This design comes from an exercise in tuning for small area and a short achievable clock period on the open sky130 flow, not from production work.
In this exercise RTL edits were held to simulation tests only and were not proved equivalent to the original.

==> design/flow/design.v <==
module axi_stream_insert_header #(
	parameter DATA_WD = 128,
	parameter DATA_BYTE_WD = DATA_WD / 8
) (
	input 							clk,
	input 							rst_n,
	input 							valid_in,
	input      [DATA_WD-1 : 0] 		data_in,
	input 	   [DATA_BYTE_WD-1 : 0] keep_in,
	input 							last_in,
	output reg 						ready_in,
	input 							valid_insert,
	input      [DATA_WD-1 : 0]		header_insert,
	input      [DATA_BYTE_WD-1 : 0] keep_insert,
	output reg 						ready_insert,
	output reg 						valid_out,
	output reg [DATA_WD-1 : 0] 		data_out,
	output reg [DATA_BYTE_WD-1 : 0] keep_out,
	output reg 						last_out,
	input 							ready_out
);
	reg   [DATA_WD-1 : 0] 		data_in_t;					 
	reg   [DATA_BYTE_WD-1 : 0] 	keep_in_t;					 
	reg 						ready_in_t;					 
	reg	  [DATA_BYTE_WD-1:0]	keep_in_count;				 
	reg	  [DATA_BYTE_WD-1:0]	keep_insert_count;			 
	reg   [DATA_BYTE_WD-1:0]	keep_insert_lock;			 
	wire 						ready_in_up; 				 
	wire						ready_in_down;				 
	wire  [DATA_WD*2-1:0]		header_data;				 
	wire  [DATA_WD*2-1:0]		data_2;						 
	integer 					i,j,k;
	assign ready_in_up   = ~ready_in_t && ready_in;    
	assign ready_in_down = ready_in_t && ~ready_in;	 
	assign header_data 	 = {header_insert, data_in};
	assign data_2 		 = {data_in_t, data_in};
	always @(keep_in_t) begin
		keep_in_count = 0;
		for (i = 0; i < DATA_BYTE_WD; i = i+1) begin
			if(keep_in_t[i])
               	keep_in_count = keep_in_count + 1;
		end
	end
	always @(keep_insert) begin
		keep_insert_count = 0;
		for (j = 0; j < DATA_BYTE_WD; j = j+1) begin
			if(keep_insert[j])
                keep_insert_count = keep_insert_count + 1;
		end
	end
	always @(posedge clk or negedge rst_n) begin 
		if(~rst_n) begin
			ready_in <= 0;
		end
		else if (last_in) begin
			ready_in <= 0;
		end
		else if (ready_out && valid_insert && valid_in) begin
			ready_in <= 1; 
		end
		else begin
			ready_in <= ready_in;
		end
	end
	always @(posedge clk or negedge rst_n) begin 
		if(~rst_n) begin
			ready_in_t <= 0;
		end
		else begin
			ready_in_t <= ready_in;
		end
	end
	always @(posedge clk or negedge rst_n) begin 
		if(~rst_n) begin
			ready_insert <= 0;
		end 
		else if (ready_in) begin
			ready_insert <= 0;
		end
		else if (ready_out && valid_insert && valid_in) begin
			ready_insert <= 1;
		end
		else begin
			ready_insert <= ready_insert;
		end
	end
	always @(posedge clk or negedge rst_n) begin 
		if(~rst_n) begin
			data_in_t <= 0;
			keep_in_t <= 0;
		end
		else if (ready_in) begin
			data_in_t <= data_in;
			keep_in_t <= keep_in;
		end
		else begin
			data_in_t <= data_in_t;
			keep_in_t <= keep_in_t;
		end
	end
	always @(posedge clk or negedge rst_n) begin 
		if(~rst_n) begin
			data_out  <= 0;
			keep_out  <= 0;
			last_out  <= 0;
			valid_out <= 0;
			keep_insert_lock <= 0;
		end
		else if (ready_in_up) begin
			data_out <= header_data[DATA_WD*2-1-((DATA_BYTE_WD-keep_insert_count)<<3) -: DATA_WD];
			valid_out <= 1;
			keep_out <= (1<<DATA_BYTE_WD)-1;
			last_out <= 0;
			keep_insert_lock <= keep_insert_count;
		end
		else if (ready_in) begin
			data_out <= data_2[DATA_WD*2-1-((DATA_BYTE_WD-keep_insert_lock)<<3) -: DATA_WD];
			valid_out <= 1;
			keep_out <= (1<<DATA_BYTE_WD)-1;
			last_out <= 0;
			keep_insert_lock <= keep_insert_lock;
		end
		else if (ready_in_down) begin
			data_out <= data_2[DATA_WD*2-1-((DATA_BYTE_WD-keep_insert_lock)<<3) -: DATA_WD];
			valid_out <= 1;
			for(k = 0;k < DATA_BYTE_WD;k=k+1)
				if(k < (DATA_BYTE_WD+DATA_BYTE_WD-keep_insert_lock-keep_in_count))
					keep_out[k] <= 0;
				else
					keep_out[k] <= 1; 
			last_out <= 1;
			keep_insert_lock <= keep_insert_lock;
		end
		else begin
			data_out <= data_out;
			keep_out <= keep_out;
			keep_insert_lock <= keep_insert_lock;
			last_out <= 0;
			valid_out <= 0;
		end
	end
endmodule
==> design/flow/run.sh <==
#!/bin/bash
# synth_recipe.tcl (not shown) runs the flow's synth.tcl, then flattens the netlist and writes it again
# the make line also repeats each setting of config.mk as NAME=value (left out here)
make -C /OpenROAD-flow-scripts/flow DESIGN_CONFIG=/design/flow/config.mk WORK_HOME=/design/flow/orfs CLKGATE_MAP_FILE= SYNTH_SCRIPT=/design/flow/synth_recipe.tcl finish
==> design/flow/config.mk <==
export PLATFORM = sky130hd
export DESIGN_NAME = axi_stream_insert_header
export DESIGN_NICKNAME = axi_stream_insert_header
export VERILOG_FILES = /design/flow/design.v
export SDC_FILE = /design/flow/constraint.sdc
export NUM_CORES = 4
export LEC_CHECK = 0
export CAP_MARGIN = 20
export CORE_MARGIN = 2
export CORE_UTILIZATION = 30
export SLEW_MARGIN = 20
==> design/flow/constraint.sdc <==
create_clock -name core_clock -period 30.0 [get_ports {clk}]
set_input_delay 6.0000 -clock core_clock [delete_from_list [all_inputs] [get_ports {clk}]]
set_output_delay 6.0000 -clock core_clock [all_outputs]
set_load 0.01 [all_outputs]
==> flow_summary.toml <==
[synth]
synth_edf_count = 0
synth_mux_area_share_pct = 36.4
ys.flop_type = "dfrtp_1"
ys_types = 94
synth_top_family_by_area = "multiplexers"
seq_area_frac_synth_pct = 17.3
synthesis.area_um2 = 44700
synthSimpleGateAreaFrac_pct = 17.2
synthAdderAreaFrac_pct = 1.49
synth_area_per_cell_um2 = 8.58
synthXorXnorAreaFrac_pct = 3.22
yosysWarnings = 1
async_flop_share_pct = 100
synth_compound_gate_area_share_pct = 19.4
synth-seq-cells = 309
syn_inst = 5213

[detailed_routing]
drc = 0
avgViaCountPerCell = 7.05
wl_per_cell_um = 44.1
drtAntennaViolNets = 0
vias = 51863
first_iter_violations = 7995
wirelength_mm = 325
firstDrtPassIters = 7

[global_routing]
grt_pass1_vias = 48454
gr-total-overflow = 0
grtUsageTotal_pct = 41.4
grt_pass1_wl_mm = 435
antenna_found_initial = 54
grt_max_degree = 165

[sta]
setup_tns_ns = 0
finalCritPeriodShare_pct = 64.7
worstMarginPinSlew_ns = 1.38
slew_headroom_pct = 8.24
hold_ws_ns = 0.496
min_period_ns = 19.42
final-max-slew-violation-count = 0
finalSetupViolCount = 0
grt_setup_unrepaired = "no"
setup_ws_ns = 10.58
skew_ns = 0.0377
max_freq_mhz = 51.5
final_hold_viol_count = 0

[setup_path]
reg2reg_setup_slack_ns = 17.28
worst_ep_required_time_ns = 30.61
slowest_stage = "mux2i_1"
worstPathMaxFanout = 44
r2r_end = "keep_out[6]"
crit_end = "data_out[77]"
r2r-start = "keep_in_t[0]"
start_kind = "primary input"
startpoint = "keep_insert[0]"
critical_path.endpoint_type = "register"
crit_top_cell = "ha_1"
criticalPathCategory = "in -> reg"
cp_data_arrival_time_ns = 20.03
cpPeakStageDelay_ns = 0.86
reg2regPathDepth = 58

[clock_tree]
cts.sinks = 309
post_cts_buffers = 0
cts_resized = 0
clock_latency_ns = 0.71
holdBufCountCts = 0
clock_path_buffers = 3
cts_max_level = 2
clk_pin_slew_ns = 0.06
root_buffer = "clkbuf_16"
cts_tree = "yes"
cts_made_buffers = 48

[floorplanning]
die_x_um = 390
dieArea_um2 = 152000
initial_core_util_pct = 30.3
fp.dieH_um = 390
core_um2 = 148000
io_pins = 442
rows = 141

[final_layout]
fin_nets = 5718
stdcell_count = 7357
drive_gt1_share_pct = 18.4
synthToLayoutAreaGrowth_pct = 19.3

[min_path]
holdPathStages = 2
min_path_type = "reg -> reg"

[flow_run]
cap_violations = 0

[place]
place_inst = 7251
dp_hpwl_mm = 243
portBuffers = 441
place_ws_ns = 10.29
gp_congestion = 1.06

[outcome]
status = "complete, no violations"
[placed cells by master, fill, tap and decap left out, drive strengths merged, types with 57 or more instances in the layout]
master	Yosys	routed
nor2	729	729
nand2	544	544
mux4	450	450
clkdlybuf4s50	0	440
mux2i	433	433
dfrtp	309	309
o21ai	294	294
a21oi	272	272
buf	163	185
mux2	161	161
a22oi	134	134
nand3	130	130
nor3	116	116
o22ai	111	111
a31oi	94	94
xnor2	72	72
inv	54	60
o211ai	57	57
[cell type report]
cell class | instances | area (µm²)
Antenna cell | 16 | 40.0
Inverter | 54 | 210
Sequential cell | 309 | 7740
Clock inverter | 36 | 472
Tap cell | 1930 | 2410
Clock buffer | 53 | 1260
Timing Repair Buffer | 625 | 6000
Multi-Input combinational cell | 4334 | 35200
Fill cell | 15276 | 94500
[per-stage QoR]
step                      area [µm²]  utilization [%]
after CTS                      53300             36.1
after global placement         51500             34.9
after detailed placement       51600             34.9
after floorplan                44800                -
final                          53400             36.1
after global routing           53300             36.1
[cell families after synthesis]
group | after synthesis
and+or+nand+nor | 1767
AOI/OAI and AO/OA | 1326
muxes | 1044
buffers and inverters | 579
DFF | 309
xor gates and xnor gates | 134
adders and majority gates | 53
other | 1
[synth_stat cells, types with 35 or more instances]
cell      instances  area, µm²
nor2_1          728       2730
nand2_1         544       2040
mux4_2          450      10100
mux2i_1         433       4330
clkbuf_1        361       1360
dfrtp_1         309       7730
o21ai_0         278       1390
a21oi_1         272       1360
mux2_2          161       1810
a22oi_1         134       1010
nand3_1         129        646
nor3_1          112        561
o22ai_1         111        694
buf_1           110        413
a31oi_1          94        588
xnor2_1          67        587
o211ai_1         57        428
buf_2            53        265
inv_1            53        199
or3_1            53        332
a211oi_1         51        383
ha_1             51        638
o221ai_1         47        412
xor2_1           46        403
and3_1           39        244
a22o_1           35        307
[worst min path at each step]
stage	endpoint	slack, ns	start
floorplan	ready_in_t	0.46	ready_in
global placement	ready_insert	0.48	ready_insert
detailed placement	keep_out[3]	0.49	keep_out[3]
CTS	keep_out[3]	0.50	keep_out[3]
global route	keep_out[5]	0.54	keep_out[5]
finish	keep_out[3]	0.50	keep_out[3]
[worst max-delay path, delay by kind of cell]
kind | cells | cell delay, ns
buffers and inverters | 9 | 2.57
XOR/XNOR | 3 | 0.87
AND/OR/NAND/NOR | 15 | 1.68
adder cells (fa/ha/maj) | 15 | 4.55
multiplexers | 6 | 2.16
AO/OA/AOI/OAI | 13 | 2.02
[routing by layer]
layer / GRT usage (%) / part of all wire, % / vias up
met4: 30.4 / 9.2 / 80
met2: 58.1 / 40 / 4210
met3: 15.5 / 13 / 1069
met5: 0 / 0.18 / -
met1: 51.6 / 37 / 26176
li1: - / - / 20328
[sequential cells by signal, indices dropped and copies added (netlist names)]
register and count:
ready_in_t 1, keep_out 16, last_out 1, keep_insert_lock 16
ready_insert 1, data_out 128, ready_in 1, valid_out 1
keep_in_t 16, data_in_t 128

-- static timing again, ports no longer ideal --
The flow's constraints put no driver on any port. The routed layout listed below was extracted and timed again, unchanged, in two steps. Step 1 sets driving cells, clkbuf_16 on the clock port and buf_2 on the other inputs (assumed; they add their load-dependent delay and slew). Step 2 adds t to the input delays and takes it off the output delays; t is the mean of the earliest and latest rising clock arrival at the registers after step 1. Input paths then give back, and output paths get back, about the clock's delay inside the block. Slacks: ideal ports / drivers / drivers and shift; pairs: ideal ports / drivers.
t, ns: 0.774
slack for setup (ns): 10.576 / 10.633 / 9.859
worst data-port slew with drivers (ns): 0.17
After both steps this run still meets setup and hold. For this run, drivers alone change the setup slack by +0.057 ns; drivers and shift together by -0.717 ns.
